This is an optimization exercise on Yosys and OpenROAD, whose aim is small area, a short achievable clock period and few clock cycles, not a production implementation. Function was checked by simulation only, so behaviour that the tests miss may differ from the original. Power figures rest on the tool's default switching activity, not on a simulated workload.

==> design/flow/design.v <==
`timescale 1ns/10ps
module CONV(
  input             clk,
  input             reset,
  output reg        busy,
  input             ready,
  output reg [11:0] iaddr,
  input      [19:0] idata,
  output reg        cwr,
  output reg [11:0] caddr_wr,
  output reg [19:0] cdata_wr,
  output            crd,
  output reg [11:0] caddr_rd,
  input      [19:0] cdata_rd,
  output reg [2:0]  csel
);
  assign crd = 1'b1;
  localparam S_IDLE = 2'd0, S_OPS = 2'd1, S_FLUSH = 2'd2, S_DONE = 2'd3;
  reg [1:0] st;
  reg [6:0] R;             
  reg [5:0] c;
  reg [1:0] ph;
  reg [6:0] n;             
  reg       op1, fl1;
  reg [6:0] R1; reg [5:0] c1; reg [1:0] ph1;
  reg       opm, flm;
  reg [6:0] Rm; reg [5:0] cm; reg [1:0] phm;
  reg       op2, fl2;
  reg [6:0] n2;            
  reg v1;   
  wire signed [19:0] Xin = v1 ? idata : 20'sd0;
  reg [19:0] m0, m1;       
  reg [19:0] b0, b1;       
  reg pcap0, pcap1, pev0, pev1, ccap0, ccap1, last;
  reg first2, col0, WRok;
  reg [1:0] slot2;
  reg [6:0] WR;            
  reg [5:0] WC;
  wire [6:0] WRm = (cm >= 6'd2) ? Rm : Rm - 7'd1;
  always @(posedge clk) begin
    first2 <= (phm == ((Rm == 7'd0) ? 2'd1 : 2'd0));
    col0   <= (cm == 6'd0);
    slot2  <= phm - ((Rm == 7'd0) ? 2'd1 : 2'd0);
    WR     <= WRm;
    WC     <= cm - 6'd2;   
    WRok   <= ~WRm[6] && (WRm <= 7'd63);
  end
  reg op3, fl3, WRok3;
  reg [1:0] slot3;
  reg [6:0] WR3, n3;
  reg [5:0] WC3;
  always @(posedge clk) begin
    slot3 <= slot2; WR3 <= WR; WC3 <= WC; WRok3 <= WRok; n3 <= n2;
  end
  wire WRodd = WR3[0];
  wire [6:0] rr1 = R1 + {5'd0, ph1} - 7'd1;
  wire [6:0] rr0 = R + {5'd0, ph} - 7'd1;
  reg signed [19:0] Xr;
  reg signed [19:0] F1r;
  wire signed [37:0] F1 = F1r;
  wire signed [21:0] G3x = Xr;
  wire [21:0] G3 = (G3x <<< 0) + (G3x <<< 1);  
  reg signed [21:0] F3r;
  wire signed [37:0] F3 = F3r;
  wire signed [22:0] G5x = Xr;
  wire [22:0] G5 = (G5x <<< 0) + (G5x <<< 2);  
  reg signed [22:0] F5r;
  wire signed [37:0] F5 = F5r;
  wire signed [23:0] G13x = Xr;
  wire [23:0] cs1a = (G13x <<< 0);
  wire [23:0] cs1b = (G13x <<< 2);
  wire [23:0] cs1c = (G13x <<< 3);
  wire [23:0] cs1s = cs1a ^ cs1b ^ cs1c;
  wire [23:0] cs1m = (cs1a & cs1b) | (cs1c & (cs1a ^ cs1b));
  wire [23:0] cs1k = {cs1m[22:0], 1'b0};
  wire [23:0] G13 = cs1s + cs1k;  
  reg signed [23:0] F13r;
  wire signed [37:0] F13 = F13r;
  wire signed [27:0] G169x = Xr;
  wire [27:0] cs2a = (G169x <<< 0);
  wire [27:0] cs2b = (G169x <<< 3);
  wire [27:0] cs2c = (G169x <<< 5);
  wire [27:0] cs2s = cs2a ^ cs2b ^ cs2c;
  wire [27:0] cs2m = (cs2a & cs2b) | (cs2c & (cs2a ^ cs2b));
  wire [27:0] cs2k = {cs2m[26:0], 1'b0};
  wire [27:0] cs3a = (G169x <<< 7);
  wire [27:0] cs3b = cs2s;
  wire [27:0] cs3c = cs2k;
  wire [27:0] cs3s = cs3a ^ cs3b ^ cs3c;
  wire [27:0] cs3m = (cs3a & cs3b) | (cs3c & (cs3a ^ cs3b));
  wire [27:0] cs3k = {cs3m[26:0], 1'b0};
  wire [27:0] G169 = cs3s + cs3k;  
  reg signed [27:0] F169r;
  wire signed [37:0] F169 = F169r;
  wire signed [30:0] G1169x = Xr;
  wire [30:0] cs4a = (G1169x <<< 0);
  wire [30:0] cs4b = (G1169x <<< 4);
  wire [30:0] cs4c = (G1169x <<< 7);
  wire [30:0] cs4s = cs4a ^ cs4b ^ cs4c;
  wire [30:0] cs4m = (cs4a & cs4b) | (cs4c & (cs4a ^ cs4b));
  wire [30:0] cs4k = {cs4m[29:0], 1'b0};
  wire [30:0] cs5a = (G1169x <<< 10);
  wire [30:0] cs5b = cs4s;
  wire [30:0] cs5c = cs4k;
  wire [30:0] cs5s = cs5a ^ cs5b ^ cs5c;
  wire [30:0] cs5m = (cs5a & cs5b) | (cs5c & (cs5a ^ cs5b));
  wire [30:0] cs5k = {cs5m[29:0], 1'b0};
  wire [30:0] G1169 = cs5s + cs5k;  
  reg signed [30:0] F1169r;
  wire signed [37:0] F1169 = F1169r;
  always @(posedge clk) begin
    Xr <= Xin;
    F1r <= Xr;
    F3r <= G3;
    F5r <= G5;
    F13r <= G13;
    F169r <= G169;
    F1169r <= G1169;
  end
  reg [2:0] SEL0, SEL1, SEL2;
  always @(posedge clk) begin
    SEL0 <= {phm == 2'd2, phm == 2'd1, phm == 2'd0};
    SEL1 <= (cm == 6'd0 && phm == 2'd2) ? 3'b000 : {phm == 2'd2, phm == 2'd1, phm == 2'd0};
    SEL2 <= (cm == 6'd0) ? 3'b000 : {phm == 2'd2, phm == 2'd1, phm == 2'd0};
  end
  wire [37:0] T00_0 = ({38{SEL0[0]}} & (F169 <<< 8)) | ({38{SEL0[1]}} & (F1 <<< 12)) | ({38{SEL0[2]}} & ~(F169 <<< 7));
  wire N00_0 = SEL0[2];
  wire [37:0] T00_1 = ({38{SEL0[0]}} & ~(F1 <<< 1)) | ({38{SEL0[1]}} & (F1 <<< 2)) | ({38{SEL0[2]}} & ~(F1 <<< 10));
  wire N00_1 = SEL0[0] | SEL0[2];
  wire [37:0] T00_2 = ({38{SEL0[0]}} & ~(F3 <<< 5)) | ({38{SEL0[2]}} & ~(F169 <<< 0));
  wire N00_2 = SEL0[0] | SEL0[2];
  wire [37:0] T01_0 = ({38{SEL1[0]}} & (F169 <<< 0)) | ({38{SEL1[1]}} & ~(F3 <<< 13)) | ({38{SEL1[2]}} & ~(F3 <<< 13));
  wire N01_0 = SEL1[1] | SEL1[2];
  wire [37:0] T01_1 = ({38{SEL1[0]}} & (F3 <<< 2)) | ({38{SEL1[1]}} & ~(F169 <<< 5)) | ({38{SEL1[2]}} & (F5 <<< 11));
  wire N01_1 = SEL1[1];
  wire [37:0] T01_2 = ({38{SEL1[0]}} & (F1169 <<< 5)) | ({38{SEL1[1]}} & (F1169 <<< 0)) | ({38{SEL1[2]}} & (F13 <<< 2));
  wire N01_2 = 1'b0;
  wire [37:0] T02_0 = ({38{SEL2[0]}} & (F13 <<< 11)) | ({38{SEL2[1]}} & (F1 <<< 6)) | ({38{SEL2[2]}} & ~(F1 <<< 4));
  wire N02_0 = SEL2[2];
  wire [37:0] T02_1 = ({38{SEL2[0]}} & ~(F5 <<< 0)) | ({38{SEL2[1]}} & ~(F1169 <<< 5)) | ({38{SEL2[2]}} & ~(F169 <<< 7));
  wire N02_1 = SEL2[0] | SEL2[1] | SEL2[2];
  wire [37:0] T02_2 = ({38{SEL2[0]}} & (F169 <<< 3)) | ({38{SEL2[1]}} & (F13 <<< 2)) | ({38{SEL2[2]}} & (F169 <<< 0));
  wire N02_2 = 1'b0;
  wire [37:0] T10_0 = ({38{SEL0[0]}} & ~(F3 <<< 0)) | ({38{SEL0[1]}} & ~(F3 <<< 0)) | ({38{SEL0[2]}} & ~(F1169 <<< 0));
  wire N10_0 = SEL0[0] | SEL0[1] | SEL0[2];
  wire [37:0] T10_1 = ({38{SEL0[0]}} & ~(F1169 <<< 3)) | ({38{SEL0[1]}} & (F5 <<< 12)) | ({38{SEL0[2]}} & (F1 <<< 14));
  wire N10_1 = SEL0[0];
  wire [37:0] T10_2 = ({38{SEL0[0]}} & ~(F1 <<< 5)) | ({38{SEL0[1]}} & (F1 <<< 8)) | ({38{SEL0[2]}} & (F13 <<< 3));
  wire N10_2 = SEL0[0];
  wire [37:0] T11_0 = ({38{SEL1[0]}} & ~(F5 <<< 0)) | ({38{SEL1[2]}} & ~(F3 <<< 8));
  wire N11_0 = SEL1[0] | SEL1[2];
  wire [37:0] T11_1 = ({38{SEL1[0]}} & ~(F169 <<< 0)) | ({38{SEL1[1]}} & (F169 <<< 5)) | ({38{SEL1[2]}} & (F169 <<< 0));
  wire N11_1 = SEL1[0];
  wire [37:0] T11_2 = ({38{SEL1[0]}} & (F169 <<< 6)) | ({38{SEL1[1]}} & (F13 <<< 9)) | ({38{SEL1[2]}} & ~(F169 <<< 6));
  wire N11_2 = SEL1[2];
  wire [37:0] T12_0 = ({38{SEL2[0]}} & ~(F13 <<< 10)) | ({38{SEL2[1]}} & (F5 <<< 0)) | ({38{SEL2[2]}} & (F13 <<< 10));
  wire N12_0 = SEL2[0];
  wire [37:0] T12_1 = ({38{SEL2[0]}} & ~(F5 <<< 7)) | ({38{SEL2[1]}} & (F1 <<< 13)) | ({38{SEL2[2]}} & (F169 <<< 6));
  wire N12_1 = SEL2[0];
  wire [37:0] T12_2 = ({38{SEL2[0]}} & (F5 <<< 2)) | ({38{SEL2[1]}} & (F5 <<< 3)) | ({38{SEL2[2]}} & (F5 <<< 3));
  wire N12_2 = 1'b0;
  wire signed [37:0] BIAS0 = 38'sh00_1310_0000;
  wire signed [37:0] BIAS1 = {{2{1'b1}}, 36'hF_7295_0000};
  reg [37:0] AS0, AK0, BS0, BK0, CS0, CK0, AS1, AK1, BS1, BK1, CS1, CK1;
  wire [37:0] cs6a = (first2 ? BIAS0 : CS0);
  wire [37:0] cs6b = (first2 ? 38'd0 : CK0);
  wire [37:0] cs6c = T00_0;
  wire [37:0] cs6s = cs6a ^ cs6b ^ cs6c;
  wire [37:0] cs6m = (cs6a & cs6b) | (cs6c & (cs6a ^ cs6b));
  wire [37:0] cs6k = {cs6m[36:0], N00_0};
  wire [37:0] cs7a = T00_1;
  wire [37:0] cs7b = T00_2;
  wire [37:0] cs7c = cs6s;
  wire [37:0] cs7s = cs7a ^ cs7b ^ cs7c;
  wire [37:0] cs7m = (cs7a & cs7b) | (cs7c & (cs7a ^ cs7b));
  wire [37:0] cs7k = {cs7m[36:0], N00_1};
  wire [37:0] cs8a = cs6k;
  wire [37:0] cs8b = cs7s;
  wire [37:0] cs8c = cs7k;
  wire [37:0] cs8s = cs8a ^ cs8b ^ cs8c;
  wire [37:0] cs8m = (cs8a & cs8b) | (cs8c & (cs8a ^ cs8b));
  wire [37:0] cs8k = {cs8m[36:0], N00_2};
  wire [37:0] NS00 = cs8s;
  wire [37:0] NK00 = cs8k;
  wire [37:0] cs9a = (first2 ? (col0 ? BIAS0 : CS0) : BS0);
  wire [37:0] cs9b = (first2 ? (col0 ? 38'd0 : CK0) : BK0);
  wire [37:0] cs9c = T01_0;
  wire [37:0] cs9s = cs9a ^ cs9b ^ cs9c;
  wire [37:0] cs9m = (cs9a & cs9b) | (cs9c & (cs9a ^ cs9b));
  wire [37:0] cs9k = {cs9m[36:0], N01_0};
  wire [37:0] cs10a = T01_1;
  wire [37:0] cs10b = T01_2;
  wire [37:0] cs10c = cs9s;
  wire [37:0] cs10s = cs10a ^ cs10b ^ cs10c;
  wire [37:0] cs10m = (cs10a & cs10b) | (cs10c & (cs10a ^ cs10b));
  wire [37:0] cs10k = {cs10m[36:0], N01_1};
  wire [37:0] cs11a = cs9k;
  wire [37:0] cs11b = cs10s;
  wire [37:0] cs11c = cs10k;
  wire [37:0] cs11s = cs11a ^ cs11b ^ cs11c;
  wire [37:0] cs11m = (cs11a & cs11b) | (cs11c & (cs11a ^ cs11b));
  wire [37:0] cs11k = {cs11m[36:0], N01_2};
  wire [37:0] NS01 = cs11s;
  wire [37:0] NK01 = cs11k;
  wire [37:0] cs12a = (first2 ? BS0 : AS0);
  wire [37:0] cs12b = (first2 ? BK0 : AK0);
  wire [37:0] cs12c = T02_0;
  wire [37:0] cs12s = cs12a ^ cs12b ^ cs12c;
  wire [37:0] cs12m = (cs12a & cs12b) | (cs12c & (cs12a ^ cs12b));
  wire [37:0] cs12k = {cs12m[36:0], N02_0};
  wire [37:0] cs13a = T02_1;
  wire [37:0] cs13b = T02_2;
  wire [37:0] cs13c = cs12s;
  wire [37:0] cs13s = cs13a ^ cs13b ^ cs13c;
  wire [37:0] cs13m = (cs13a & cs13b) | (cs13c & (cs13a ^ cs13b));
  wire [37:0] cs13k = {cs13m[36:0], N02_1};
  wire [37:0] cs14a = cs12k;
  wire [37:0] cs14b = cs13s;
  wire [37:0] cs14c = cs13k;
  wire [37:0] cs14s = cs14a ^ cs14b ^ cs14c;
  wire [37:0] cs14m = (cs14a & cs14b) | (cs14c & (cs14a ^ cs14b));
  wire [37:0] cs14k = {cs14m[36:0], N02_2};
  wire [37:0] NS02 = cs14s;
  wire [37:0] NK02 = cs14k;
  wire [37:0] cs15a = (first2 ? BIAS1 : CS1);
  wire [37:0] cs15b = (first2 ? 38'd0 : CK1);
  wire [37:0] cs15c = T10_0;
  wire [37:0] cs15s = cs15a ^ cs15b ^ cs15c;
  wire [37:0] cs15m = (cs15a & cs15b) | (cs15c & (cs15a ^ cs15b));
  wire [37:0] cs15k = {cs15m[36:0], N10_0};
  wire [37:0] cs16a = T10_1;
  wire [37:0] cs16b = T10_2;
  wire [37:0] cs16c = cs15s;
  wire [37:0] cs16s = cs16a ^ cs16b ^ cs16c;
  wire [37:0] cs16m = (cs16a & cs16b) | (cs16c & (cs16a ^ cs16b));
  wire [37:0] cs16k = {cs16m[36:0], N10_1};
  wire [37:0] cs17a = cs15k;
  wire [37:0] cs17b = cs16s;
  wire [37:0] cs17c = cs16k;
  wire [37:0] cs17s = cs17a ^ cs17b ^ cs17c;
  wire [37:0] cs17m = (cs17a & cs17b) | (cs17c & (cs17a ^ cs17b));
  wire [37:0] cs17k = {cs17m[36:0], N10_2};
  wire [37:0] NS10 = cs17s;
  wire [37:0] NK10 = cs17k;
  wire [37:0] cs18a = (first2 ? (col0 ? BIAS1 : CS1) : BS1);
  wire [37:0] cs18b = (first2 ? (col0 ? 38'd0 : CK1) : BK1);
  wire [37:0] cs18c = T11_0;
  wire [37:0] cs18s = cs18a ^ cs18b ^ cs18c;
  wire [37:0] cs18m = (cs18a & cs18b) | (cs18c & (cs18a ^ cs18b));
  wire [37:0] cs18k = {cs18m[36:0], N11_0};
  wire [37:0] cs19a = T11_1;
  wire [37:0] cs19b = T11_2;
  wire [37:0] cs19c = cs18s;
  wire [37:0] cs19s = cs19a ^ cs19b ^ cs19c;
  wire [37:0] cs19m = (cs19a & cs19b) | (cs19c & (cs19a ^ cs19b));
  wire [37:0] cs19k = {cs19m[36:0], N11_1};
  wire [37:0] cs20a = cs18k;
  wire [37:0] cs20b = cs19s;
  wire [37:0] cs20c = cs19k;
  wire [37:0] cs20s = cs20a ^ cs20b ^ cs20c;
  wire [37:0] cs20m = (cs20a & cs20b) | (cs20c & (cs20a ^ cs20b));
  wire [37:0] cs20k = {cs20m[36:0], N11_2};
  wire [37:0] NS11 = cs20s;
  wire [37:0] NK11 = cs20k;
  wire [37:0] cs21a = (first2 ? BS1 : AS1);
  wire [37:0] cs21b = (first2 ? BK1 : AK1);
  wire [37:0] cs21c = T12_0;
  wire [37:0] cs21s = cs21a ^ cs21b ^ cs21c;
  wire [37:0] cs21m = (cs21a & cs21b) | (cs21c & (cs21a ^ cs21b));
  wire [37:0] cs21k = {cs21m[36:0], N12_0};
  wire [37:0] cs22a = T12_1;
  wire [37:0] cs22b = T12_2;
  wire [37:0] cs22c = cs21s;
  wire [37:0] cs22s = cs22a ^ cs22b ^ cs22c;
  wire [37:0] cs22m = (cs22a & cs22b) | (cs22c & (cs22a ^ cs22b));
  wire [37:0] cs22k = {cs22m[36:0], N12_1};
  wire [37:0] cs23a = cs21k;
  wire [37:0] cs23b = cs22s;
  wire [37:0] cs23c = cs22k;
  wire [37:0] cs23s = cs23a ^ cs23b ^ cs23c;
  wire [37:0] cs23m = (cs23a & cs23b) | (cs23c & (cs23a ^ cs23b));
  wire [37:0] cs23k = {cs23m[36:0], N12_2};
  wire [37:0] NS12 = cs23s;
  wire [37:0] NK12 = cs23k;
  always @(posedge clk) begin
    AS0 <= NS02;
    AK0 <= NK02;
    BS0 <= NS01;
    BK0 <= NK01;
    CS0 <= NS00;
    CK0 <= NK00;
    AS1 <= NS12;
    AK1 <= NK12;
    BS1 <= NS11;
    BK1 <= NK11;
    CS1 <= NS10;
    CK1 <= NK10;
  end
  reg [20:0] E0, E1;              
  wire [37:0] bk24a = AS0;
  wire [37:0] bk24b = AK0;
  wire [37:0] bk24p = bk24a ^ bk24b;
  wire [37:0] bk24g0 = bk24a & bk24b;
  wire bk24G0 = bk24g0[0] | (bk24p[0] & 1'b0);
  wire bk24G_1 = bk24g0[1] | (bk24p[1] & bk24G0);
  wire bk24P_1 = bk24p[1] & bk24p[0];
  wire bk24G_2 = bk24g0[3] | (bk24p[3] & bk24g0[2]);
  wire bk24P_2 = bk24p[3] & bk24p[2];
  wire bk24G_3 = bk24g0[5] | (bk24p[5] & bk24g0[4]);
  wire bk24P_3 = bk24p[5] & bk24p[4];
  wire bk24G_4 = bk24g0[7] | (bk24p[7] & bk24g0[6]);
  wire bk24P_4 = bk24p[7] & bk24p[6];
  wire bk24G_5 = bk24g0[9] | (bk24p[9] & bk24g0[8]);
  wire bk24P_5 = bk24p[9] & bk24p[8];
  wire bk24G_6 = bk24g0[11] | (bk24p[11] & bk24g0[10]);
  wire bk24P_6 = bk24p[11] & bk24p[10];
  wire bk24G_7 = bk24g0[13] | (bk24p[13] & bk24g0[12]);
  wire bk24P_7 = bk24p[13] & bk24p[12];
  wire bk24G_8 = bk24g0[15] | (bk24p[15] & bk24g0[14]);
  wire bk24P_8 = bk24p[15] & bk24p[14];
  wire bk24G_9 = bk24g0[17] | (bk24p[17] & bk24g0[16]);
  wire bk24P_9 = bk24p[17] & bk24p[16];
  wire bk24G_10 = bk24g0[19] | (bk24p[19] & bk24g0[18]);
  wire bk24P_10 = bk24p[19] & bk24p[18];
  wire bk24G_11 = bk24g0[21] | (bk24p[21] & bk24g0[20]);
  wire bk24P_11 = bk24p[21] & bk24p[20];
  wire bk24G_12 = bk24g0[23] | (bk24p[23] & bk24g0[22]);
  wire bk24P_12 = bk24p[23] & bk24p[22];
  wire bk24G_13 = bk24g0[25] | (bk24p[25] & bk24g0[24]);
  wire bk24P_13 = bk24p[25] & bk24p[24];
  wire bk24G_14 = bk24g0[27] | (bk24p[27] & bk24g0[26]);
  wire bk24P_14 = bk24p[27] & bk24p[26];
  wire bk24G_15 = bk24g0[29] | (bk24p[29] & bk24g0[28]);
  wire bk24P_15 = bk24p[29] & bk24p[28];
  wire bk24G_16 = bk24g0[31] | (bk24p[31] & bk24g0[30]);
  wire bk24P_16 = bk24p[31] & bk24p[30];
  wire bk24G_17 = bk24g0[33] | (bk24p[33] & bk24g0[32]);
  wire bk24P_17 = bk24p[33] & bk24p[32];
  wire bk24G_18 = bk24g0[35] | (bk24p[35] & bk24g0[34]);
  wire bk24P_18 = bk24p[35] & bk24p[34];
  wire bk24G_19 = bk24g0[37] | (bk24p[37] & bk24g0[36]);
  wire bk24P_19 = bk24p[37] & bk24p[36];
  wire bk24G_20 = bk24G_2 | (bk24P_2 & bk24G_1);
  wire bk24P_20 = bk24P_2 & bk24P_1;
  wire bk24G_21 = bk24G_4 | (bk24P_4 & bk24G_3);
  wire bk24P_21 = bk24P_4 & bk24P_3;
  wire bk24G_22 = bk24G_6 | (bk24P_6 & bk24G_5);
  wire bk24P_22 = bk24P_6 & bk24P_5;
  wire bk24G_23 = bk24G_8 | (bk24P_8 & bk24G_7);
  wire bk24P_23 = bk24P_8 & bk24P_7;
  wire bk24G_24 = bk24G_10 | (bk24P_10 & bk24G_9);
  wire bk24P_24 = bk24P_10 & bk24P_9;
  wire bk24G_25 = bk24G_12 | (bk24P_12 & bk24G_11);
  wire bk24P_25 = bk24P_12 & bk24P_11;
  wire bk24G_26 = bk24G_14 | (bk24P_14 & bk24G_13);
  wire bk24P_26 = bk24P_14 & bk24P_13;
  wire bk24G_27 = bk24G_16 | (bk24P_16 & bk24G_15);
  wire bk24P_27 = bk24P_16 & bk24P_15;
  wire bk24G_28 = bk24G_18 | (bk24P_18 & bk24G_17);
  wire bk24P_28 = bk24P_18 & bk24P_17;
  wire bk24G_29 = bk24G_21 | (bk24P_21 & bk24G_20);
  wire bk24P_29 = bk24P_21 & bk24P_20;
  wire bk24G_30 = bk24G_23 | (bk24P_23 & bk24G_22);
  wire bk24P_30 = bk24P_23 & bk24P_22;
  wire bk24G_31 = bk24G_25 | (bk24P_25 & bk24G_24);
  wire bk24P_31 = bk24P_25 & bk24P_24;
  wire bk24G_32 = bk24G_27 | (bk24P_27 & bk24G_26);
  wire bk24P_32 = bk24P_27 & bk24P_26;
  wire bk24G_33 = bk24G_30 | (bk24P_30 & bk24G_29);
  wire bk24P_33 = bk24P_30 & bk24P_29;
  wire bk24G_34 = bk24G_32 | (bk24P_32 & bk24G_31);
  wire bk24P_34 = bk24P_32 & bk24P_31;
  wire bk24G_35 = bk24G_34 | (bk24P_34 & bk24G_33);
  wire bk24P_35 = bk24P_34 & bk24P_33;
  wire bk24G_36 = bk24G_31 | (bk24P_31 & bk24G_33);
  wire bk24P_36 = bk24P_31 & bk24P_33;
  wire bk24G_37 = bk24G_22 | (bk24P_22 & bk24G_29);
  wire bk24P_37 = bk24P_22 & bk24P_29;
  wire bk24G_38 = bk24G_24 | (bk24P_24 & bk24G_33);
  wire bk24P_38 = bk24P_24 & bk24P_33;
  wire bk24G_39 = bk24G_26 | (bk24P_26 & bk24G_36);
  wire bk24P_39 = bk24P_26 & bk24P_36;
  wire bk24G_40 = bk24G_28 | (bk24P_28 & bk24G_35);
  wire bk24P_40 = bk24P_28 & bk24P_35;
  wire bk24G_41 = bk24G_3 | (bk24P_3 & bk24G_20);
  wire bk24P_41 = bk24P_3 & bk24P_20;
  wire bk24G_42 = bk24G_5 | (bk24P_5 & bk24G_29);
  wire bk24P_42 = bk24P_5 & bk24P_29;
  wire bk24G_43 = bk24G_7 | (bk24P_7 & bk24G_37);
  wire bk24P_43 = bk24P_7 & bk24P_37;
  wire bk24G_44 = bk24G_9 | (bk24P_9 & bk24G_33);
  wire bk24P_44 = bk24P_9 & bk24P_33;
  wire bk24G_45 = bk24G_11 | (bk24P_11 & bk24G_38);
  wire bk24P_45 = bk24P_11 & bk24P_38;
  wire bk24G_46 = bk24G_13 | (bk24P_13 & bk24G_36);
  wire bk24P_46 = bk24P_13 & bk24P_36;
  wire bk24G_47 = bk24G_15 | (bk24P_15 & bk24G_39);
  wire bk24P_47 = bk24P_15 & bk24P_39;
  wire bk24G_48 = bk24G_17 | (bk24P_17 & bk24G_35);
  wire bk24P_48 = bk24P_17 & bk24P_35;
  wire bk24G_49 = bk24G_19 | (bk24P_19 & bk24G_40);
  wire bk24P_49 = bk24P_19 & bk24P_40;
  wire bk24G_50 = bk24g0[2] | (bk24p[2] & bk24G_1);
  wire bk24P_50 = bk24p[2] & bk24P_1;
  wire bk24G_51 = bk24g0[4] | (bk24p[4] & bk24G_20);
  wire bk24P_51 = bk24p[4] & bk24P_20;
  wire bk24G_52 = bk24g0[6] | (bk24p[6] & bk24G_41);
  wire bk24P_52 = bk24p[6] & bk24P_41;
  wire bk24G_53 = bk24g0[8] | (bk24p[8] & bk24G_29);
  wire bk24P_53 = bk24p[8] & bk24P_29;
  wire bk24G_54 = bk24g0[10] | (bk24p[10] & bk24G_42);
  wire bk24P_54 = bk24p[10] & bk24P_42;
  wire bk24G_55 = bk24g0[12] | (bk24p[12] & bk24G_37);
  wire bk24P_55 = bk24p[12] & bk24P_37;
  wire bk24G_56 = bk24g0[14] | (bk24p[14] & bk24G_43);
  wire bk24P_56 = bk24p[14] & bk24P_43;
  wire bk24G_57 = bk24g0[16] | (bk24p[16] & bk24G_33);
  wire bk24P_57 = bk24p[16] & bk24P_33;
  wire bk24G_58 = bk24g0[18] | (bk24p[18] & bk24G_44);
  wire bk24P_58 = bk24p[18] & bk24P_44;
  wire bk24G_59 = bk24g0[20] | (bk24p[20] & bk24G_38);
  wire bk24P_59 = bk24p[20] & bk24P_38;
  wire bk24G_60 = bk24g0[22] | (bk24p[22] & bk24G_45);
  wire bk24P_60 = bk24p[22] & bk24P_45;
  wire bk24G_61 = bk24g0[24] | (bk24p[24] & bk24G_36);
  wire bk24P_61 = bk24p[24] & bk24P_36;
  wire bk24G_62 = bk24g0[26] | (bk24p[26] & bk24G_46);
  wire bk24P_62 = bk24p[26] & bk24P_46;
  wire bk24G_63 = bk24g0[28] | (bk24p[28] & bk24G_39);
  wire bk24P_63 = bk24p[28] & bk24P_39;
  wire bk24G_64 = bk24g0[30] | (bk24p[30] & bk24G_47);
  wire bk24P_64 = bk24p[30] & bk24P_47;
  wire bk24G_65 = bk24g0[32] | (bk24p[32] & bk24G_35);
  wire bk24P_65 = bk24p[32] & bk24P_35;
  wire bk24G_66 = bk24g0[34] | (bk24p[34] & bk24G_48);
  wire bk24P_66 = bk24p[34] & bk24P_48;
  wire bk24G_67 = bk24g0[36] | (bk24p[36] & bk24G_40);
  wire bk24P_67 = bk24p[36] & bk24P_40;
  wire [37:0] bk24c = {bk24G_67, bk24G_40, bk24G_66, bk24G_48, bk24G_65, bk24G_35, bk24G_64, bk24G_47, bk24G_63, bk24G_39, bk24G_62, bk24G_46, bk24G_61, bk24G_36, bk24G_60, bk24G_45, bk24G_59, bk24G_38, bk24G_58, bk24G_44, bk24G_57, bk24G_33, bk24G_56, bk24G_43, bk24G_55, bk24G_37, bk24G_54, bk24G_42, bk24G_53, bk24G_29, bk24G_52, bk24G_41, bk24G_51, bk24G_20, bk24G_50, bk24G_1, bk24G0, 1'b0};
  wire [37:0] bk24s = bk24p ^ bk24c;
  wire [37:0] bk25a = AS1;
  wire [37:0] bk25b = AK1;
  wire [37:0] bk25p = bk25a ^ bk25b;
  wire [37:0] bk25g0 = bk25a & bk25b;
  wire bk25G0 = bk25g0[0] | (bk25p[0] & 1'b0);
  wire bk25G_1 = bk25g0[1] | (bk25p[1] & bk25G0);
  wire bk25P_1 = bk25p[1] & bk25p[0];
  wire bk25G_2 = bk25g0[3] | (bk25p[3] & bk25g0[2]);
  wire bk25P_2 = bk25p[3] & bk25p[2];
  wire bk25G_3 = bk25g0[5] | (bk25p[5] & bk25g0[4]);
  wire bk25P_3 = bk25p[5] & bk25p[4];
  wire bk25G_4 = bk25g0[7] | (bk25p[7] & bk25g0[6]);
  wire bk25P_4 = bk25p[7] & bk25p[6];
  wire bk25G_5 = bk25g0[9] | (bk25p[9] & bk25g0[8]);
  wire bk25P_5 = bk25p[9] & bk25p[8];
  wire bk25G_6 = bk25g0[11] | (bk25p[11] & bk25g0[10]);
  wire bk25P_6 = bk25p[11] & bk25p[10];
  wire bk25G_7 = bk25g0[13] | (bk25p[13] & bk25g0[12]);
  wire bk25P_7 = bk25p[13] & bk25p[12];
  wire bk25G_8 = bk25g0[15] | (bk25p[15] & bk25g0[14]);
  wire bk25P_8 = bk25p[15] & bk25p[14];
  wire bk25G_9 = bk25g0[17] | (bk25p[17] & bk25g0[16]);
  wire bk25P_9 = bk25p[17] & bk25p[16];
  wire bk25G_10 = bk25g0[19] | (bk25p[19] & bk25g0[18]);
  wire bk25P_10 = bk25p[19] & bk25p[18];
  wire bk25G_11 = bk25g0[21] | (bk25p[21] & bk25g0[20]);
  wire bk25P_11 = bk25p[21] & bk25p[20];
  wire bk25G_12 = bk25g0[23] | (bk25p[23] & bk25g0[22]);
  wire bk25P_12 = bk25p[23] & bk25p[22];
  wire bk25G_13 = bk25g0[25] | (bk25p[25] & bk25g0[24]);
  wire bk25P_13 = bk25p[25] & bk25p[24];
  wire bk25G_14 = bk25g0[27] | (bk25p[27] & bk25g0[26]);
  wire bk25P_14 = bk25p[27] & bk25p[26];
  wire bk25G_15 = bk25g0[29] | (bk25p[29] & bk25g0[28]);
  wire bk25P_15 = bk25p[29] & bk25p[28];
  wire bk25G_16 = bk25g0[31] | (bk25p[31] & bk25g0[30]);
  wire bk25P_16 = bk25p[31] & bk25p[30];
  wire bk25G_17 = bk25g0[33] | (bk25p[33] & bk25g0[32]);
  wire bk25P_17 = bk25p[33] & bk25p[32];
  wire bk25G_18 = bk25g0[35] | (bk25p[35] & bk25g0[34]);
  wire bk25P_18 = bk25p[35] & bk25p[34];
  wire bk25G_19 = bk25g0[37] | (bk25p[37] & bk25g0[36]);
  wire bk25P_19 = bk25p[37] & bk25p[36];
  wire bk25G_20 = bk25G_2 | (bk25P_2 & bk25G_1);
  wire bk25P_20 = bk25P_2 & bk25P_1;
  wire bk25G_21 = bk25G_4 | (bk25P_4 & bk25G_3);
  wire bk25P_21 = bk25P_4 & bk25P_3;
  wire bk25G_22 = bk25G_6 | (bk25P_6 & bk25G_5);
  wire bk25P_22 = bk25P_6 & bk25P_5;
  wire bk25G_23 = bk25G_8 | (bk25P_8 & bk25G_7);
  wire bk25P_23 = bk25P_8 & bk25P_7;
  wire bk25G_24 = bk25G_10 | (bk25P_10 & bk25G_9);
  wire bk25P_24 = bk25P_10 & bk25P_9;
  wire bk25G_25 = bk25G_12 | (bk25P_12 & bk25G_11);
  wire bk25P_25 = bk25P_12 & bk25P_11;
  wire bk25G_26 = bk25G_14 | (bk25P_14 & bk25G_13);
  wire bk25P_26 = bk25P_14 & bk25P_13;
  wire bk25G_27 = bk25G_16 | (bk25P_16 & bk25G_15);
  wire bk25P_27 = bk25P_16 & bk25P_15;
  wire bk25G_28 = bk25G_18 | (bk25P_18 & bk25G_17);
  wire bk25P_28 = bk25P_18 & bk25P_17;
  wire bk25G_29 = bk25G_21 | (bk25P_21 & bk25G_20);
  wire bk25P_29 = bk25P_21 & bk25P_20;
  wire bk25G_30 = bk25G_23 | (bk25P_23 & bk25G_22);
  wire bk25P_30 = bk25P_23 & bk25P_22;
  wire bk25G_31 = bk25G_25 | (bk25P_25 & bk25G_24);
  wire bk25P_31 = bk25P_25 & bk25P_24;
  wire bk25G_32 = bk25G_27 | (bk25P_27 & bk25G_26);
  wire bk25P_32 = bk25P_27 & bk25P_26;
  wire bk25G_33 = bk25G_30 | (bk25P_30 & bk25G_29);
  wire bk25P_33 = bk25P_30 & bk25P_29;
  wire bk25G_34 = bk25G_32 | (bk25P_32 & bk25G_31);
  wire bk25P_34 = bk25P_32 & bk25P_31;
  wire bk25G_35 = bk25G_34 | (bk25P_34 & bk25G_33);
  wire bk25P_35 = bk25P_34 & bk25P_33;
  wire bk25G_36 = bk25G_31 | (bk25P_31 & bk25G_33);
  wire bk25P_36 = bk25P_31 & bk25P_33;
  wire bk25G_37 = bk25G_22 | (bk25P_22 & bk25G_29);
  wire bk25P_37 = bk25P_22 & bk25P_29;
  wire bk25G_38 = bk25G_24 | (bk25P_24 & bk25G_33);
  wire bk25P_38 = bk25P_24 & bk25P_33;
  wire bk25G_39 = bk25G_26 | (bk25P_26 & bk25G_36);
  wire bk25P_39 = bk25P_26 & bk25P_36;
  wire bk25G_40 = bk25G_28 | (bk25P_28 & bk25G_35);
  wire bk25P_40 = bk25P_28 & bk25P_35;
  wire bk25G_41 = bk25G_3 | (bk25P_3 & bk25G_20);
  wire bk25P_41 = bk25P_3 & bk25P_20;
  wire bk25G_42 = bk25G_5 | (bk25P_5 & bk25G_29);
  wire bk25P_42 = bk25P_5 & bk25P_29;
  wire bk25G_43 = bk25G_7 | (bk25P_7 & bk25G_37);
  wire bk25P_43 = bk25P_7 & bk25P_37;
  wire bk25G_44 = bk25G_9 | (bk25P_9 & bk25G_33);
  wire bk25P_44 = bk25P_9 & bk25P_33;
  wire bk25G_45 = bk25G_11 | (bk25P_11 & bk25G_38);
  wire bk25P_45 = bk25P_11 & bk25P_38;
  wire bk25G_46 = bk25G_13 | (bk25P_13 & bk25G_36);
  wire bk25P_46 = bk25P_13 & bk25P_36;
  wire bk25G_47 = bk25G_15 | (bk25P_15 & bk25G_39);
  wire bk25P_47 = bk25P_15 & bk25P_39;
  wire bk25G_48 = bk25G_17 | (bk25P_17 & bk25G_35);
  wire bk25P_48 = bk25P_17 & bk25P_35;
  wire bk25G_49 = bk25G_19 | (bk25P_19 & bk25G_40);
  wire bk25P_49 = bk25P_19 & bk25P_40;
  wire bk25G_50 = bk25g0[2] | (bk25p[2] & bk25G_1);
  wire bk25P_50 = bk25p[2] & bk25P_1;
  wire bk25G_51 = bk25g0[4] | (bk25p[4] & bk25G_20);
  wire bk25P_51 = bk25p[4] & bk25P_20;
  wire bk25G_52 = bk25g0[6] | (bk25p[6] & bk25G_41);
  wire bk25P_52 = bk25p[6] & bk25P_41;
  wire bk25G_53 = bk25g0[8] | (bk25p[8] & bk25G_29);
  wire bk25P_53 = bk25p[8] & bk25P_29;
  wire bk25G_54 = bk25g0[10] | (bk25p[10] & bk25G_42);
  wire bk25P_54 = bk25p[10] & bk25P_42;
  wire bk25G_55 = bk25g0[12] | (bk25p[12] & bk25G_37);
  wire bk25P_55 = bk25p[12] & bk25P_37;
  wire bk25G_56 = bk25g0[14] | (bk25p[14] & bk25G_43);
  wire bk25P_56 = bk25p[14] & bk25P_43;
  wire bk25G_57 = bk25g0[16] | (bk25p[16] & bk25G_33);
  wire bk25P_57 = bk25p[16] & bk25P_33;
  wire bk25G_58 = bk25g0[18] | (bk25p[18] & bk25G_44);
  wire bk25P_58 = bk25p[18] & bk25P_44;
  wire bk25G_59 = bk25g0[20] | (bk25p[20] & bk25G_38);
  wire bk25P_59 = bk25p[20] & bk25P_38;
  wire bk25G_60 = bk25g0[22] | (bk25p[22] & bk25G_45);
  wire bk25P_60 = bk25p[22] & bk25P_45;
  wire bk25G_61 = bk25g0[24] | (bk25p[24] & bk25G_36);
  wire bk25P_61 = bk25p[24] & bk25P_36;
  wire bk25G_62 = bk25g0[26] | (bk25p[26] & bk25G_46);
  wire bk25P_62 = bk25p[26] & bk25P_46;
  wire bk25G_63 = bk25g0[28] | (bk25p[28] & bk25G_39);
  wire bk25P_63 = bk25p[28] & bk25P_39;
  wire bk25G_64 = bk25g0[30] | (bk25p[30] & bk25G_47);
  wire bk25P_64 = bk25p[30] & bk25P_47;
  wire bk25G_65 = bk25g0[32] | (bk25p[32] & bk25G_35);
  wire bk25P_65 = bk25p[32] & bk25P_35;
  wire bk25G_66 = bk25g0[34] | (bk25p[34] & bk25G_48);
  wire bk25P_66 = bk25p[34] & bk25P_48;
  wire bk25G_67 = bk25g0[36] | (bk25p[36] & bk25G_40);
  wire bk25P_67 = bk25p[36] & bk25P_40;
  wire [37:0] bk25c = {bk25G_67, bk25G_40, bk25G_66, bk25G_48, bk25G_65, bk25G_35, bk25G_64, bk25G_47, bk25G_63, bk25G_39, bk25G_62, bk25G_46, bk25G_61, bk25G_36, bk25G_60, bk25G_45, bk25G_59, bk25G_38, bk25G_58, bk25G_44, bk25G_57, bk25G_33, bk25G_56, bk25G_43, bk25G_55, bk25G_37, bk25G_54, bk25G_42, bk25G_53, bk25G_29, bk25G_52, bk25G_41, bk25G_51, bk25G_20, bk25G_50, bk25G_1, bk25G0, 1'b0};
  wire [37:0] bk25s = bk25p ^ bk25c;
  always @(posedge clk) begin
    E0 <= {bk24s[37], bk24s[34:15]};
    if (op2 && slot2 == 2'd0) E1 <= {bk25s[37], bk25s[34:15]};
  end
  wire [20:0] EE = (slot3 == 2'd1) ? E1 : E0;
  wire [37:0] EA = {EE[20], 2'b00, EE[19:0], 15'd0};
  function [19:0] rnd;
    input [37:0] a;
    reg [19:0] t;
    begin
      t = {a[37], a[34:16]};
      if (a[15]) t = a[37] ? t - 20'd1 : t + 20'd1;
      rnd = t[19] ? 20'd0 : t;
    end
  endfunction
  wire [19:0] RV = rnd(EA);
  reg        fc_c, ch_c, chr_c, fk_c;
  reg [4:0]  fj_c, fp_c;
  wire WRodd2 = WR[0];
  always @* begin
    fc_c = 1'b0; ch_c = 1'b0; chr_c = 1'b0; fk_c = 1'b0; fj_c = 5'd0;
    fp_c = (WRodd2 && WC != 6'd0) ? WR[5:1] : WR[5:1] - 5'd1;
    if (fl2) fp_c = 5'd31;
    if (op2 && slot2 == 2'd2) begin
      if (WRok && WRodd2 && WC != 6'd0) begin
        fc_c = 1'b1; fk_c = ~WC[0]; fj_c = WC[0] ? WC[5:1] : WC[5:1] - 5'd1;
      end else if (WRok && !WRodd2 && WR >= 7'd2 && WC == 6'd0) begin
        fc_c = 1'b1; fk_c = 1'b1; fj_c = 5'd31;
      end else if (WRok && !WRodd2 && WR >= 7'd2) begin
        ch_c = 1'b1; fk_c = ~WC[0]; fj_c = WC[0] ? WC[5:1] : WC[5:1] - 5'd1;
        chr_c = (fj_c != 5'd31);
      end else if (WRok && WRodd2 && WR >= 7'd3 && WC == 6'd0) begin
        ch_c = 1'b1; fk_c = 1'b1; fj_c = 5'd31;
      end
    end else if (fl2) begin
      if (n2 == 7'd0) begin
        fc_c = 1'b1; fk_c = 1'b1; fj_c = 5'd31;
      end else begin
        ch_c = 1'b1; fk_c = ~n2[0]; fj_c = n2[0] ? n2[5:1] : n2[5:1] - 5'd1;
        chr_c = (fj_c != 5'd31);
      end
    end
  end
  reg        fc_do, ch_do, ch_rd, fk, w0, w1, s0, s1;
  reg [4:0]  fj, fp, fj1;
  always @(posedge clk) begin
    fc_do <= fc_c; ch_do <= ch_c; ch_rd <= chr_c; fk <= fk_c;
    fj <= fj_c; fp <= fp_c; fj1 <= fj_c + 5'd1;
    s0 <= op2 && slot2 == 2'd0; s1 <= op2 && slot2 == 2'd1;
    w0 <= op2 && WRok && slot2 == 2'd0; w1 <= op2 && WRok && slot2 == 2'd1;
  end
  wire [19:0] mx = max3(pcap0 ? pev0 : pev1, pcap0 ? m0 : m1, cdata_rd, cdata_wr);
  always @(posedge clk or posedge reset) begin
    if (reset) begin
      st <= S_IDLE; busy <= 1'b0; cwr <= 1'b0;
      R <= 7'd0; c <= 6'd0; ph <= 2'd0; n <= 7'd0;
      op1 <= 1'b0; fl1 <= 1'b0; opm <= 1'b0; flm <= 1'b0; op2 <= 1'b0; fl2 <= 1'b0; op3 <= 1'b0; fl3 <= 1'b0;
      pcap0 <= 1'b0; pcap1 <= 1'b0; ccap0 <= 1'b0; ccap1 <= 1'b0; last <= 1'b0;
    end else begin
      case (st)
        S_IDLE: if (ready) begin
          st <= S_OPS; busy <= 1'b1; R <= 7'd0; c <= 6'd0; ph <= 2'd1;
        end
        S_OPS: begin
          if (ph == 2'd2) begin
            ph <= (R == 7'd0 && c != 6'd63) ? 2'd1 : 2'd0;   
            if ((R == 7'd64) ? (c == 6'd1) : (c == 6'd63)) begin
              c <= 6'd0; R <= R + 7'd1;
              if (R == 7'd64) begin st <= S_FLUSH; n <= 7'd0; end
            end else c <= c + 6'd1;
          end else ph <= ph + 2'd1;
        end
        S_FLUSH: begin
          if (n == 7'd64) st <= S_DONE;
          n <= n + 7'd1;
        end
        default: ;
      endcase
      op1 <= (st == S_OPS); fl1 <= (st == S_FLUSH);
      opm <= op1; flm <= fl1; op2 <= opm; fl2 <= flm; op3 <= op2; fl3 <= fl2;
      cwr <= 1'b0;
      pcap0 <= 1'b0; pcap1 <= 1'b0; ccap0 <= 1'b0; ccap1 <= 1'b0;
      if (w0) begin
        cwr <= 1'b1; pcap0 <= WRodd;
      end
      if (w1) begin
        cwr <= 1'b1; pcap1 <= WRodd;
      end
      if (fc_do || ch_do) cwr <= 1'b1;
      if (ch_do && ch_rd) begin ccap0 <= ~fk; ccap1 <= fk; end
      last <= fl3 && (n3 == 7'd64);
      if (last) busy <= 1'b0;
    end
  end
  always @(posedge clk) begin
    {R1, c1, ph1} <= {R, c, ph};
    {Rm, cm, phm} <= {R1, c1, ph1};
    n2 <= fl2 ? n2 + 7'd1 : 7'd0;
    iaddr <= {rr0[5:0], c};
    v1 <= (st == S_OPS) && !rr0[6] && rr0 <= 7'd63;
    caddr_rd <= (s0 | s1) ? {WR3[5:0] - 6'd1, WC3} : (fj1[0] ? {fp, fj1, fk} : {2'd0, fp, fj1});
    if (s0 | s1) begin
      cdata_wr <= RV; csel <= s0 ? 3'd1 : 3'd2; caddr_wr <= {WR3[5:0], WC3};
    end else if (fc_do) begin
      cdata_wr <= fk ? m1 : m0;
      csel <= fj[0] ? 3'd5 : (fk ? 3'd4 : 3'd3);
      caddr_wr <= fj[0] ? {fp, fj, fk} : {2'd0, fp, fj};
    end else begin
      cdata_wr <= fk ? b1 : b0;
      csel <= fj[0] ? (fk ? 3'd4 : 3'd3) : 3'd5;
      caddr_wr <= fj[0] ? {2'd0, fp, fj} : {fp, fj, fk};
    end
    if (s0) pev0 <= ~WC3[0];
    if (s1) pev1 <= ~WC3[0];
    if (fc_do && fj == 5'd0) begin
      if (fk) b1 <= m1; else b0 <= m0;
    end
    if (ccap0) b0 <= cdata_rd;
    if (ccap1) b1 <= cdata_rd;
    if (pcap0) m0 <= mx;
    if (pcap1) m1 <= mx;
  end
  function [19:0] max3;
    input fresh;
    input [19:0] m, r, v;
    reg rv, rm, vm;
    begin
      rv = r > v; rm = fresh || r > m; vm = fresh || v > m;
      max3 = (rv && rm) ? r : (!rv && vm) ? v : m;
    end
  endfunction
  function [19:0] max2;
    input [19:0] a, b;
    max2 = (a > b) ? a : b;
  endfunction
endmodule
==> design/flow/flow/run.sh <==
#!/bin/bash
set -e
cfg="${FLOW_CONFIG:-config.mk}"
if grep -q '^export SETUP_SLACK_MARGIN' "$cfg"; then
  sed -i 's/^export SETUP_SLACK_MARGIN.*/export SETUP_SLACK_MARGIN = 5.4/' "$cfg"
else
  echo 'export SETUP_SLACK_MARGIN = 5.4' >> "$cfg"
fi
grep -n SETUP_SLACK_MARGIN "$cfg" > run_config.log
bash standard.sh > standard.log 2>&1
==> design/flow/standard.sh <==
#!/bin/bash
# synth_recipe.tcl (not shown) runs the flow's synth.tcl, then flattens the netlist and writes it again
# the make line also repeats each setting of config.mk as NAME=value (left out here)
make -C /OpenROAD-flow-scripts/flow DESIGN_CONFIG=/design/flow/config.mk WORK_HOME=/design/flow/orfs CLKGATE_MAP_FILE= SYNTH_SCRIPT=/design/flow/synth_recipe.tcl "${@:-finish}"
==> design/flow/config.mk <==
export PLATFORM = sky130hd
export DESIGN_NAME = CONV
export DESIGN_NICKNAME = CONV
export VERILOG_FILES = /design/flow/design.v
export SDC_FILE = /design/flow/constraint.sdc
export NUM_CORES = 4
export LEC_CHECK = 0
export CAP_MARGIN = 20
export CORE_MARGIN = 2
export CORE_UTILIZATION = 40
export SLEW_MARGIN = 20
export SETUP_SLACK_MARGIN = 5.4
==> design/flow/constraint.sdc <==
create_clock -name core_clock -period 9.0 [get_ports {clk}]
set_input_delay 1.8000 -clock core_clock [delete_from_list [all_inputs] [get_ports {clk}]]
set_output_delay 1.8000 -clock core_clock [all_outputs]
set_load 0.01 [all_outputs]
==> flow_summary.json <==
{
  "gp_congestion": 0.9423,
  "critPathRequiredTime_ps": 9530,
  "antenna_found_initial": 3,
  "yosys_warnings": 1,
  "layout_common_cells": "inv_1 (847), fa_1 (753), dfxtp_1 (743), nand2_1 (402), o21ai_0 (320)",
  "final-setup-viol-count": 0,
  "crit_path_to": "m0[7]",
  "synth-seq-area-share_pct": 32.01,
  "worst_path_largest_cell_delay_ps": 410,
  "synth.lib_cells_used.distinct": 94,
  "fmaxAchievable_ghz": 0.2706,
  "rr_startpoint": "Xr[5]",
  "setup_tns_ps": 0,
  "path_buf_inv": 3,
  "floorplan.die_area_um2": 158000,
  "worst-r2r-setup-slack_ps": 5370,
  "syn-num-nets": 7138,
  "timing_hold_violations_final": 0,
  "asyncSetResetFlopFracSynth_pct": 4.090,
  "globalRoute.totalOverflow": 0,
  "timing_worst_setup_path_type": "in -> reg",
  "rows": 144,
  "global_route_wire_length_before_repair_mm": 303.6,
  "drtIter0Drc": 5013,
  "worst-endpoint-arrival_ps": 4220,
  "setup_slack_ps": 5305,
  "finalWirelength_mm": 201.2,
  "clock-sinks": 929,
  "crit_path_cell_count": 13,
  "final_critical_period_ps": 3695,
  "initial_core_util_pct": 40.24,
  "core_area_um2": 153900,
  "cts_buffers": 107,
  "slew_viol_final": 0,
  "p_switching_mw": 2.103,
  "storage_cell_area_um2": 19950,
  "path_delay_family": "compound AO/OA/AOI/OAI gates",
  "ant_nets": 0,
  "ys_ff_latch": 929,
  "rsz0062_at_grt": "yes",
  "critical_path.slowest_cell": "o41ai_2",
  "area_of_combinational_cells_with_multiple_inputs_um2": 38690,
  "run_status": "no timing/DRC/antenna violations",
  "worst_min_delay_path_class": "reg -> reg",
  "hold_buf_cts": 0,
  "dpl.hpwl_mm": 142.0,
  "clk-insertion-delay-late_ps": 810,
  "pin_count": 105,
  "post_drt_via_cell_ratio": 5.612,
  "layout_worst_path_cycle_share_pct": 41.06,
  "max_cap_viol_count": 0,
  "netlist_instances": 6021,
  "area_delta_synth_final_pct": 15.45,
  "final_nets": 7268,
  "crit_path_cell_trace": "buf_8, ha_4, nor2b_4, o21a_1, o21ai_2, a211oi_2, o41ai_2, a22oi_2, a221oi_4, buf_4, buf_6, mux2i_1, mux2_4",
  "synth_top_flop_cell": "dfxtp_1",
  "grt_start_max_net_pins": 105,
  "share_seq_of_total_power_pct": 45.6,
  "pwr_density_cell_nw_per_um2": 128.9,
  "timing.critical_path.fanout_max": 5,
  "grtUsageTotal_pct": 25.42,
  "reg2regPathDepth": 17,
  "max_slew_margin_pct": 26.39,
  "power.share.switching_pct": 22.82,
  "cp-end-kind": "flop",
  "drt-pass1-iter-count": 11,
  "mostFrequentLayoutCell": "inv_1",
  "worst_setup_path_start_kind": "input pin",
  "worst_clock_skew_ps": 92.56,
  "synthesis.area_um2": 61920,
  "crit_path_start": "cdata_rd[1]",
  "clockBufferDepth": 3,
  "die_w_um": 397.4,
  "detail_route.drc_violations": 0,
  "final_layout_size_suffix_gt1_share_pct": 12.50,
  "power.clock.fraction_pct": 52.7,
  "cts_root_buf": "clkbuf_16",
  "routed-via-count": 46560,
  "cts_tree": "built",
  "synth_edf_count": 103,
  "irDropWorstVdd_v": 0.0001440,
  "grt_pass1_vias": 48350,
  "cts_max_level": 3,
  "place_ws_ps": 3560,
  "postSynthAreaPerCell_um2": 10.28,
  "wl_per_cell_um": 24.25,
  "fillCellCount": 14300,
  "buffer_ports.inserted": 103,
  "worst_r2r_endpoint": "F169r[27]",
  "worst_setup_hold_path_clk_slew_ps": 60,
  "worst-slew-pin-transition_ps": 1104,
  "die_h_um": 397.4,
  "cellLeakagePower_nw": 31.13,
  "internal_power_mw": 7.112,
  "comb_power_share_pct": 1.8
}
[worst min-delay path by stage]
stage | startpoint | end | slack [ps] | depth (start not counted)
floorplan | R1[0] | Rm[0] | 310 | 0
global placement | R1[3] | Rm[3] | 310 | 0
detailed placement | R1[3] | Rm[3] | 310 | 0
CTS | R1[3] | Rm[3] | 320 | 0
global route | R1[3] | Rm[3] | 330 | 0
finish | R1[3] | Rm[3] | 320 | 0
[power groups by stage]
stage | Clock (mW) | Combinational [mW] | Sequential, mW
5_1_grt | 5.09 | 0.177 | 4.20
6_report | 4.85 | 0.162 | 4.20
3_5_place_dp | 0 | 0.140 | 4.29
2_1_floorplan | 0 | 0.0838 | 4.29
3_3_place_gp | 0 | 0.139 | 4.29
4_1_cts | 4.91 | 0.152 | 4.20
[synth_stat cells (16+ instances only)]
cell type | count | area [µm²]
a211oi_1 | 34 | 255.2
a21o_1 | 86 | 645.6
a21oi_1 | 257 | 1286
a221oi_1 | 66 | 578.1
a222oi_1 | 51 | 510.5
a22o_1 | 16 | 140.1
a22oi_1 | 50 | 375.4
and2_1 | 48 | 300.3
and3_1 | 19 | 118.9
buf_1 | 56 | 210.2
clkbuf_1 | 217 | 814.5
dfrtp_1 | 38 | 950.9
dfxtp_1 | 788 | 15780
edfxtp_1 | 103 | 3093
fa_1 | 758 | 15170
ha_1 | 316 | 3954
inv_1 | 877 | 3292
mux2_2 | 96 | 1081
mux2i_1 | 193 | 1932
mux4_2 | 20 | 450.4
nand2_1 | 404 | 1516
nand2b_1 | 130 | 813.3
nand3_1 | 51 | 255.2
nand4_1 | 37 | 231.5
nor2_1 | 262 | 983.4
nor2b_1 | 76 | 475.5
nor3_1 | 23 | 115.1
o211ai_1 | 40 | 300.3
o21a_1 | 34 | 255.2
o21ai_0 | 327 | 1637
o21ai_1 | 39 | 195.2
o21bai_1 | 27 | 202.7
o221ai_1 | 35 | 306.5
o22ai_1 | 51 | 319.1
or2_2 | 30 | 187.7
xnor2_1 | 139 | 1217
xor2_1 | 56 | 490.5
[final cells by class]
type / count / share of cell area [%]
antenna: 6 / 0.02100
clock inverter: 68 / 1.323
timing repair buffer: 303 / 4.105
multi-input combinational: 3931 / 54.13
clock buffer: 136 / 4.215
inverter: 879 / 4.721
sequential: 929 / 27.91
tap: 2044 / 3.578
[worst reg2reg max path, stage by stage (launching register included)]
cell and delay (ps):
dfxtp_4 360, clkinvlp_4 100, buf_6 130, fa_1 530
inv_2 50, ha_4 210, ha_4 160, fa_2 330
a21o_1 170, a21oi_2 180, o21bai_2 100, a211oi_2 220
buf_4 170, o221ai_4 110, a21o_1 220, and4_4 210
a2111oi_4 190, o21bai_1 120
[sequential cells by signal (all words and copies together) (netlist names), 38 cells and up]
name  flops
CK0      38
BS0      38
CS1      38
AS0      38
CS0      38
BS1      38
BK1      38
CK1      38
AS1      38
[repair_timing]
action,in CTS,in global routing
gates cloned,10,2
setup endpoints to repair,527,134
buffers inserted,85,39
hold endpoints to repair,0,0
pin swaps,54,48
gates resized for setup,218,110
[per-layer routing]
layer | GRT usage (%) | routed length (µm)
met5 | 0 | 8
met4 | 10.95 | 9599
met3 | 7.475 | 23030
met2 | 38.31 | 86540
met1 | 33.91 | 82010
[cells by family (layout without fill, tap and decap cells)]
group,Yosys count,count (layout),share of synthesized area [%]
adder cells (fa/ha/maj),1074,1074,30.89
buffers and inverters,1163,1386,7.143
AO/OA/AOI/OAI,1219,1221,12.89
AND/OR/NAND/NOR,1129,1129,8.657
flip-flops,929,929,32.01
other,1,7,0.006056
multiplexers,311,311,5.648
XOR/XNOR,195,195,2.758
[through the flow]
| step | cells | area (µm²) | power [mW] | util, % | hold WS, ps |
|---|---|---|---|---|---|
| after floorplan | 6021 | 62060 | 4.376 | - | 309.6 |
| after global placement | 7950 | 65100 | 4.432 | 42.31 | 313.6 |
| after detailed placement | 7950 | 65100 | 4.434 | 42.31 | 312.1 |
| after CTS | 8249 | 70620 | 9.266 | 45.90 | 322.9 |
| after global routing | 8290 | 71470 | 9.467 | 46.45 | 329.1 |
| final | 8296 | 71480 | 9.215 | 46.46 | 324.4 |
Testbench counts, summed over its fixed seeds: cycles 73,806.

-- port drivers added, routing unchanged --
How much do the figures lean on ideal ports? The routed layout below was timed once more, with nothing changed but the port constraints. Step 1 sets driving cells, clkbuf_16 on the clock port and buf_2 on the other inputs (assumed; they add their load-dependent delay and slew). Step 2, shift: input delay + t, output delay - t, t = (earliest + latest rising clock arrival at the registers) / 2. This alone moves slack from input paths to output paths. Three values: ideal, step 1, step 2; two values: the first two.
shift t [ns]: 0.837
slack for setup (ns): 5.305 / 5.341 / 4.504
hold WS [ns]: 0.324 / 0.324 / 0.324
worst setup path at the end: input to register
worst data-port slew with drivers (ns): 0.05
After both steps this run still meets setup and hold. The setup slack of this run moves by +0.036 ns with the drivers and by -0.801 ns with both steps.
